This is an optimization exercise on Yosys and OpenROAD, whose aim is small area, a short achievable clock period and few clock cycles per item, not a production implementation. The RTL was checked by simulation tests, not by an equivalence proof against the original design. No activity file was given, so power comes from the tool's default toggle rates.

== indigo ==
## pow_5_seq
module pow_5_seq
(
    input         clock,
    input         reset_n,
    input         run,
    input  [17:0] n,
    output        ready,
    output [17:0] n_pow_5
);
    reg rdy;
    always @(posedge clock or negedge reset_n)
        if (!reset_n) rdy <= 1'b0;
        else          rdy <= run;
    assign ready = rdy;
    wire w1;
    wire w2;
    wire w3;
    wire w4;
    wire w5;
    wire w6;
    wire w7;
    wire w8;
    wire w9;
    wire w10;
    wire w11;
    wire w12;
    wire w13;
    wire w14;
    wire w15;
    wire w16;
    wire w17;
    wire w18;
    wire w19;
    wire w20;
    wire w21;
    wire w22;
    wire w23;
    wire w24;
    wire w25;
    wire w26;
    wire w27;
    wire w28;
    wire w29;
    wire w30;
    wire w31;
    wire w32;
    wire w33;
    wire w34;
    wire w35;
    wire w36;
    wire w37;
    wire w38;
    wire w39;
    wire w40;
    wire w41;
    wire w42;
    wire w43;
    wire w44;
    wire w45;
    wire w46;
    wire w47;
    wire w48;
    wire w49;
    wire w50;
    wire w51;
    wire w52;
    wire w53;
    wire w54;
    wire w55;
    wire w56;
    wire w57;
    wire w58;
    wire w59;
    wire w60;
    wire w61;
    wire w62;
    wire w63;
    wire w64;
    wire w65;
    wire w66;
    wire w67;
    wire w68;
    wire w69;
    wire w70;
    wire w71;
    wire w72;
    wire w73;
    wire w74;
    wire w75;
    wire w76;
    wire w77;
    wire w78;
    wire w79;
    wire w80;
    wire w81;
    wire w82;
    wire w83;
    wire w84;
    wire w85;
    wire w86;
    wire w87;
    wire w88;
    wire w89;
    wire w90;
    wire w91;
    wire w92;
    wire w93;
    wire w94;
    wire w95;
    wire w96;
    wire w97;
    wire w98;
    wire w99;
    wire w100;
    wire w101;
    wire w102;
    wire w103;
    wire w104;
    wire w105;
    wire w106;
    wire w107;
    wire w108;
    wire w109;
    wire w110;
    wire w111;
    wire w112;
    wire w113;
    wire w114;
    wire w115;
    wire w116;
    wire w117;
    wire w118;
    wire w119;
    wire w120;
    wire w121;
    wire w122;
    wire w123;
    wire w124;
    wire w125;
  ...
Settings: LEC_CHECK=0, CAP_MARGIN=20, CORE_MARGIN=2, CORE_UTILIZATION=40, SETUP_SLACK_MARGIN=1.6, SLEW_MARGIN=20; clock period 5.8 ns.
run.sh (not shown) runs the stock make flow with config.mk's settings and CLKGATE_MAP_FILE= SYNTH_SCRIPT=/design/flow/synth_recipe.tcl, a recipe that flattens the netlist after the stock synthesis.
Testbench counts of indigo, summed over its fixed seeds: cycles 24,000, items 24,000.
--- input diff indigo..ember ---
- CORE_UTILIZATION: 40 -> 70
- SETUP_SLACK_MARGIN: 1.6 -> 1.0
==> summary.txt <==
[compare] base=indigo new=ember: number of clock buffers in the layout went up by 1; worst slack after detailed placement went up; share of the clock period used by the worst path shows an increase of 5.0 points; routed metal-1 wire length moved down. From indigo to ember the numbers moved as follows: count of buffering cells on the critical path with inverters included went up by 1; power saw an increase; worst setup slack -0.29 ns. indigo vs ember, highest-delay cell along the critical path: sky130_fd_sc_hd__fa_1 vs sky130_fd_sc_hd__clkdlybuf4s50_1.
Modified inputs, quartz compared to ember
- changing SETUP_SLACK_MARGIN from 1.0 to 1.5
Results
ember reports its kind of critical path as in2reg while quartz reports reg2out. Synthesis-to-finish area growth was higher in the run labelled quartz. Relative to ember, the total power measured on quartz has increased by a few percent. Setup slack (lower): ember. quartz against ember: synthesized area roughly the same, routed wire length higher, area of combinational cells with multiple inputs higher, non-clock buffer count higher, timing-limited maximum frequency higher.
--- input diff quartz..raven ---
- CORE_UTILIZATION: 70 -> 40
- SETUP_SLACK_MARGIN: 1.5 -> 2.0
Register fraction of the total cell area was lower in raven than in quartz.
Delta(minimum clock period, raven - quartz) < 0
Average detailed-routed wire length per instance delta for raven relative to quartz: 3.2% lower
Comparing raven and quartz, the higher maximum frequency is on raven.
The core of raven is less densely filled than that of quartz.
Summary of raven over quartz: post-route worst setup slack increased 0.13 ns, layout-stage area growth over the synthesis result increased 5.1 points, ratio of total power to cell area decreased 13 mW/mm².
Here is what was changed in the inputs of juniper compared with raven.
- a change of SETUP_SLACK_MARGIN from 2.0 to 1.5
Results
The via count of the first global-routing pass on juniper is in line with that on raven.
Worst setup margin on juniper is down relative to raven.
Looking at post-cts gate resize count, juniper sits 34 below raven.
Part of the power in the clock network: juniper lower than raven
In juniper, the number of clock buffer instances in the layout came out 1 below the value in raven.
Input changes introduced in fjord (baseline for comparison: juniper):
- SETUP_SLACK_MARGIN: 1.5 -> 1.0
- ABC_AREA: unset -> 1
Results
Destination of the critical timing path = r_w187$_DFF_P_: juniper; destination of the critical timing path = r_w130$_DFF_P_: fjord. Count of unresolved DRC violations after routing across fjord and juniper: no real change. When fjord is set beside juniper, its synthesized area turns out to be about 2.3% larger. Lower global routing met2 resource utilization was reported by juniper, not fjord. fjord against juniper: number of buffer and inverter instances along the worst setup path increased by 3 relative to the old numbers, share of cell area taken by multi-input logic gates decreased by 4.2 points relative to the old numbers, quantity of gates resized following cts lower, met1 routed wirelength after detailed routing shows an increase of 32%. fjord vs. juniper: remaining max-slew budget at the tightest pin now sits higher, violation count after the first detailed-route iteration lost 12.

* * *

run 1:
Another version of the RTL of pow_5_seq (not shown whole).
Size in the first run: ~540 cells after synthesis, roughly 40 I/O pins, about 4500 sq um of cells after synthesis.
clock: 5.8 ns
lec_check: 0
abc_clock_period_in_ps: 2000
cap_margin: 20
core_margin: 2
core_utilization: 40
setup_slack_margin: 1.7
slew_margin: 20
Testbench counts of run 1, summed over its fixed seeds: cycles 24,000, items 24,000.
### run 1 -> run 2
- ABC_CLOCK_PERIOD_IN_PS: 2000 -> unset
- CORE_UTILIZATION: 40 -> 60
Notes after the runs:
Run 2 against run 1; wire length is up by a few percent.
Compared with run 1, run 2 improves floorplan die area.
Summary of the comparison: final non-filler cell area is higher in run 2, relative to run 1.
Re ratio of final minimum period to clock period: run 2 is 0.53 points up on run 1.
Initial core utilization was lower in the run labelled run 1.
Area growth from synthesis to layout in run 2 is 4.5 points above run 1.
Power (run 2 over run 1): increase, 3.0%
The depth of the CTS H-tree was comparable across run 1 and run 2.
## Diff of input files: run 3 against run 2
- swapping 60 for 40 in CORE_UTILIZATION
==> flow/flow/run.sh (new file) <==
#!/bin/bash
# Own layout flow: the standard layout (standard.sh, unchanged synthesis and steps),
# except that the port buffers are inserted as buf_1 cells instead of the default choice.
# make's full output goes to standard_flow.log in this folder; ORFS's per-step logs stay
# under orfs/logs.
set -euo pipefail
bash standard.sh "BUFFER_PORTS_ARGS=-buffer_cell sky130_fd_sc_hd__buf_1" finish > standard_flow.log 2>&1
==> flow/standard.sh (new file) <==
#!/bin/bash
# synth_recipe.tcl (not shown) runs the flow's synth.tcl, then flattens the netlist and writes it again
# the make line also repeats each setting of config.mk as NAME=value (left out here)
make -C /OpenROAD-flow-scripts/flow DESIGN_CONFIG=/design/flow/config.mk WORK_HOME=/design/flow/orfs CLKGATE_MAP_FILE= SYNTH_SCRIPT=/design/flow/synth_recipe.tcl "${@:-finish}"
removed: flow/run.sh
## What came out
- Having completed the whole flow, run 3 delivered a layout that passed the timing, DRC and antenna checks.
- Wire length reported by the detailed router delta (run 3 − run 2): favourable
- Run 3 vs run 2: non-clock buffer count down by more than a quarter
- Across both runs, power density of the placed cells was lower for run 3 than for run 2.
- Lower number of fill cells was reported by run 2, not run 3.
Inputs modified between run 3 and run 4:
==> flow/flow/run.sh <==
#!/bin/bash
# Own layout flow: the standard layout (standard.sh, unchanged synthesis and steps),
# except that the port buffers are inserted as buf_2 cells instead of the default choice.
# make's full output goes to standard_flow.log in this folder; ORFS's per-step logs stay
# under orfs/logs.
set -euo pipefail
bash standard.sh "BUFFER_PORTS_ARGS=-buffer_cell sky130_fd_sc_hd__buf_2" finish > standard_flow.log 2>&1
==> summary.txt <==
- Compared with run 3, run 4 shows a global-route usage that is 0.35 points higher.
- Run 4 vs run 3 — shortest period the worst path allows rose 0.0059 ns.
- Switching part of the total: run 4 and run 3 compared, lower one is run 4
- | power share of the sequential group | run 4 vs run 3 | 1.5 points lower |
- Run 4 ended up with a higher clock share of power than run 3 did.
- Run 3 and run 4 ended up with roughly the same total vias in the final route.
- Comparing run 4 against run 3, there is no change at all in row count.

* * *

== job 2657 ==
Starting RTL as in the previous note.
==> flow/config.mk <==
export PLATFORM = sky130hd
export DESIGN_NAME = pow_5_seq
export DESIGN_NICKNAME = pow_5_seq
export VERILOG_FILES = /design/flow/design.v
export SDC_FILE = /design/flow/constraint.sdc
export NUM_CORES = 4
export LEC_CHECK = 0
export ABC_CLOCK_PERIOD_IN_PS = 1200
export CAP_MARGIN = 20
export CORE_MARGIN = 2
export CORE_UTILIZATION = 40
export SETUP_SLACK_MARGIN = 1.7
export SLEW_MARGIN = 20
==> flow/constraint.sdc <==
create_clock -name core_clock -period 5.8 [get_ports {clock}]
set_input_delay 1.1600 -clock core_clock [delete_from_list [all_inputs] [get_ports {clock}]]
set_output_delay 1.1600 -clock core_clock [all_outputs]
set_load 0.01 [all_outputs]
Stock flow here: none of the scripts above is used.
Testbench counts of job 2657, summed over its fixed seeds: cycles 24,000, items 24,000.
Relative to job 2657, the following input files were edited for job 4081:
Settings: PLACE_DENSITY newly set to 0.8; ABC_CLOCK_PERIOD_IN_PS removed (was 1200).
--- outcome ---
- Having completed the whole flow, job 4081 delivered a layout that passed the timing, DRC and antenna checks.
- Number of buffers inserted during clock tree synthesis came out exactly the same in job 2657 and job 4081.
- Of the two values seen for worst setup path endpoint, r_w188 was produced by job 2657 and r_w211 by job 4081.
- Changes observed in job 4081 relative to job 2657: wire length lost 1.3%; share of cell area taken by multi-input logic gates saw a decrease.
- The launch point of the worst path comes out n[7] in one run and n[1] in the other, namely in job 4081 and job 2657 respectively.
- Job 2657 vs job 4081, slowest cell on the critical path: sky130_fd_sc_hd__fa_1 vs sky130_fd_sc_hd__clkdlybuf4s50_1
[inputs] job 5628 vs job 4081
Settings: PLACE_DENSITY: 0.8 -> unset; SETUP_SLACK_MARGIN: 1.7 -> 1.9.
Notes after the runs:
Delta(combinational-cell power consumption, job 5628 - job 4081) > 0
Changes observed in job 5628 relative to job 4081: total power draw went up by 3.1%, worst setup slack after layout increased 0.15 ns.
Fmax in job 5628 vs job 4081: up 3.8%
Global router's overall resource usage up 0.92 points in job 5628 wrt job 4081
Largest vdd supply drop was higher in job 4081 than in job 5628.
Worst stage delay on the critical path was lower in the run labelled job 5628.
Compared with job 4081, in job 5628 net switching component of the power +3.5%, share of power burned in the clock network -0.4 points, minimum hold slack +0.021 ns, detailed-route via count ~0 delta.
[inputs] job 1939 vs job 5628
Settings: changing SETUP_SLACK_MARGIN from 1.9 to 1.7.
Notes after the runs:
Per the comparison of job 1939 with job 5628, met3 global-route usage shrank by 0.41 points; peak ir drop on the vdd network went down; sum of routed wire segments on met1 down 67 µm; maximum cell stage delay along the critical path lost 0.03 ns; final sequential cell count did not really move. Job 1939 against job 5628: HPWL after detailed placement flat; floorplan die height flat. Relative to job 5628, final worst slack has decreased by 0.13 ns in job 1939. Relative area change from synthesis to final layout is higher on job 5628. Job 5628 vs job 1939, start point of the critical path: r_w116 vs n[1].

* * *

## run A
Starting RTL as in the previous note.
Design pow_5_seq, start of the top module:
module pow_5_seq
(
    input         clock,
    input         reset_n,
    input         run,
    input  [17:0] n,
    output        ready,
    output [17:0] n_pow_5
);
make LEC_CHECK=0 CAP_MARGIN=20 CORE_MARGIN=2 CORE_UTILIZATION=40 CTS_CLUSTER_DIAMETER=200 CTS_CLUSTER_SIZE=50 SETUP_SLACK_MARGIN=1.7 SLEW_MARGIN=20 finish   # period 5.8 ns
Testbench counts of run A, summed over its fixed seeds: cycles 24,000, items 24,000.
Input-level comparison between run B and run A:
# run A
export LEC_CHECK = 0
export CAP_MARGIN = 20
export CORE_MARGIN = 2
export CORE_UTILIZATION = 40
export CTS_CLUSTER_DIAMETER = 200
export CTS_CLUSTER_SIZE = 50
export SETUP_SLACK_MARGIN = 1.7
export SLEW_MARGIN = 20
create_clock -name core_clock -period 5.8 [get_ports {clock}]
# run B
export LEC_CHECK = 0
export CAP_MARGIN = 20
export CORE_MARGIN = 2
export CORE_UTILIZATION = 40
export SETUP_SLACK_MARGIN = 1.7
export SLEW_MARGIN = 20
create_clock -name core_clock -period 5.8 [get_ports {clock}]
==> flow/flow/run.sh (new file) <==
#!/bin/bash
# Own layout flow: the standard layout (standard.sh, unchanged synthesis and steps),
# except that the port buffers are inserted as buf_1 cells instead of the default choice,
# and clock tree synthesis uses clkbuf_8 buffers without dummy loads.
# make's full output goes to standard_flow.log in this folder; ORFS's per-step logs stay
# under orfs/logs.
set -euo pipefail
bash standard.sh "SYNTH_ARGS=-noabc" "BUFFER_PORTS_ARGS=-buffer_cell sky130_fd_sc_hd__buf_1" \
  "CTS_ARGS=-sink_clustering_enable -repair_clock_nets -dont_use_dummy_load -root_buf sky130_fd_sc_hd__clkbuf_8 -buf_list sky130_fd_sc_hd__clkbuf_8" \
  finish > standard_flow.log 2>&1
==> flow/standard.sh (new file) <==
#!/bin/bash
# synth_recipe.tcl (not shown) runs the flow's synth.tcl, then flattens the netlist and writes it again
# the make line also repeats each setting of config.mk as NAME=value (left out here)
make -C /OpenROAD-flow-scripts/flow DESIGN_CONFIG=/design/flow/config.mk WORK_HOME=/design/flow/orfs CLKGATE_MAP_FILE= SYNTH_SCRIPT=/design/flow/synth_recipe.tcl "${@:-finish}"
removed: flow/run.sh
### Flow results
Looking at the reports, run B completed the entire flow and the layout it produced met the timing, DRC and antenna checks.
Per the final summary, run A finished and its layout is clean on timing, DRC and antenna.
Diff run A -> run B | peak supply drop | decrease of 53%
Comparing run B and run A, the lower power spent charging and discharging nets was measured on run B.
Final wirelength went down by a little under 10% going from run A to run B.
Compared with run A, in run B slew at the pin closest to its max-slew limit went down, final worst slack went down, total negative slack did not really move.
Combinational fraction of design power is higher on run A
Cmp run B and run A / clock group share of total power / lower: run B
Compared with run A, the router placed fewer vias in run B.
Between run B and run A, the difference in number of routed nets with antenna violations is negligible.
Of run B and run A, the lower worst-case hold slack belongs to run B.
## Diff of input files: run C against run B
-- flow/flow/run.sh --
<<< run B, line 8
bash standard.sh "SYNTH_ARGS=-noabc" "BUFFER_PORTS_ARGS=-buffer_cell sky130_fd_sc_hd__buf_1" \
>>> run C, line 8
bash standard.sh "BUFFER_PORTS_ARGS=-buffer_cell sky130_fd_sc_hd__buf_1" \
Findings:
The final layouts of run B and run C pass the timing, DRC and antenna checks.
Sequential share of layout area: run B and run C compared, higher one is run B
Looking at worst stage delay on the critical path, run C sits 30 ps higher than run B does.
Of run B and run C, run C shows the higher met2 track utilization from global routing, with run B below it.
Power: run C draws more than run B
Die area (lower): run B
For logic gate share of total power, run C and run B come out practically identical.
Run comparison: run C critical path start-end classification in -> reg; run B critical path start-end classification reg -> out
Against run B, run C comes in 0.5 points higher on clock power share.
Input-level comparison between run D and run C:
-- flow/flow/run.sh --
<<< run C, line 3
# except that the port buffers are inserted as buf_1 cells instead of the default choice,
>>> run D, line 3
# except that the port buffers are inserted as buf_2 cells instead of the default choice,
<<< run C, line 8
bash standard.sh "BUFFER_PORTS_ARGS=-buffer_cell sky130_fd_sc_hd__buf_1" \
>>> run D, line 8
bash standard.sh "BUFFER_PORTS_ARGS=-buffer_cell sky130_fd_sc_hd__buf_2" \
Notes after the runs:
- Relative to run C, run D degrades final critical-path setup slack.
- Run D gives more layout-stage area growth over the synthesis result than run C did.
- On headroom to the max-slew limit: run D sits above run C.
- Going from run C to run D, part of the power in registers shrinks by 1.0 points.
- In run D, critical path buffer and inverter count is higher than in run C.
- Cell leakage power | run D above run C
- Sort run D and run C by minimum clock period after layout, descending, and run D comes first.
- Looking at maximum frequency across run D and run C, the one that comes out lower is run D.
- Run D ends up with higher total power than run C does.

-- port drivers added, routing unchanged --
The results above use ideal ports. As a check the final layouts listed here were re-extracted and re-timed, cells and wires unchanged. Step 1: set_driving_cell puts a clkbuf_16 on clock and a buf_2 on each other input, an assumption about the parent block. Step 2 times the ports against the registers' clock, not the clock port: input delays grow and output delays shrink by t, the midpoint of the rising clock arrivals with the driver on. Slacks: ideal ports / drivers / drivers and shift; pairs: ideal ports / drivers.
run | shift t [ns] | slack for setup (ns) | clock arrival spread, ns | worst register clock-pin slew, ns
indigo | 0.341 | 1.661 / 1.627 / 1.437 | 0.009 / 0.009 | 0.10 / 0.10
ember | 0.329 | 1.371 / 1.380 / 1.051 | 0.019 / 0.019 | 0.10 / 0.10
quartz | 0.327 | 1.607 / 1.577 / 1.345 | 0.018 / 0.018 | 0.10 / 0.10
raven | 0.333 | 1.739 / 1.707 / 1.790 | 0.010 / 0.010 | 0.10 / 0.10
juniper | 0.342 | 1.660 / 1.635 / 1.335 | 0.010 / 0.010 | 0.10 / 0.10
fjord | 0.326 | 1.176 / 1.194 / 0.868 | 0.009 / 0.008 | 0.07 / 0.07
run 1 | 0.316 | 1.798 / 1.809 / 1.494 | 0.015 / 0.015 | 0.09 / 0.09
run 2 | 0.326 | 1.768 / 1.778 / 1.452 | 0.016 / 0.016 | 0.09 / 0.09
run 3 | 0.338 | 1.761 / 1.773 / 1.435 | 0.020 / 0.020 | 0.09 / 0.09
run 4 | 0.325 | 1.755 / 1.749 / 1.424 | 0.023 / 0.023 | 0.10 / 0.10
job 2657 | 0.316 | 1.798 / 1.809 / 1.494 | 0.015 / 0.015 | 0.09 / 0.09
job 4081 | 0.331 | 1.785 / 1.787 / 1.457 | 0.015 / 0.015 | 0.08 / 0.08
job 5628 | 0.322 | 1.932 / 1.900 / 1.643 | 0.011 / 0.011 | 0.09 / 0.09
job 1939 | 0.316 | 1.798 / 1.809 / 1.494 | 0.015 / 0.015 | 0.09 / 0.09
run A | 0.316 | 1.798 / 1.809 / 1.494 | 0.015 / 0.015 | 0.09 / 0.09
run B | 0.309 | 1.732 / 1.700 / 1.470 | 0.014 / 0.014 | 0.08 / 0.08
run C | 0.329 | 1.794 / 1.804 / 1.475 | 0.014 / 0.014 | 0.08 / 0.08
run D | 0.311 | 1.741 / 1.735 / 1.424 | 0.014 / 0.014 | 0.09 / 0.09
After both steps every run listed still meets setup and hold. The setup slack of run 4, which loses most, moves by -0.006 ns with the drivers and by -0.331 ns with both steps.
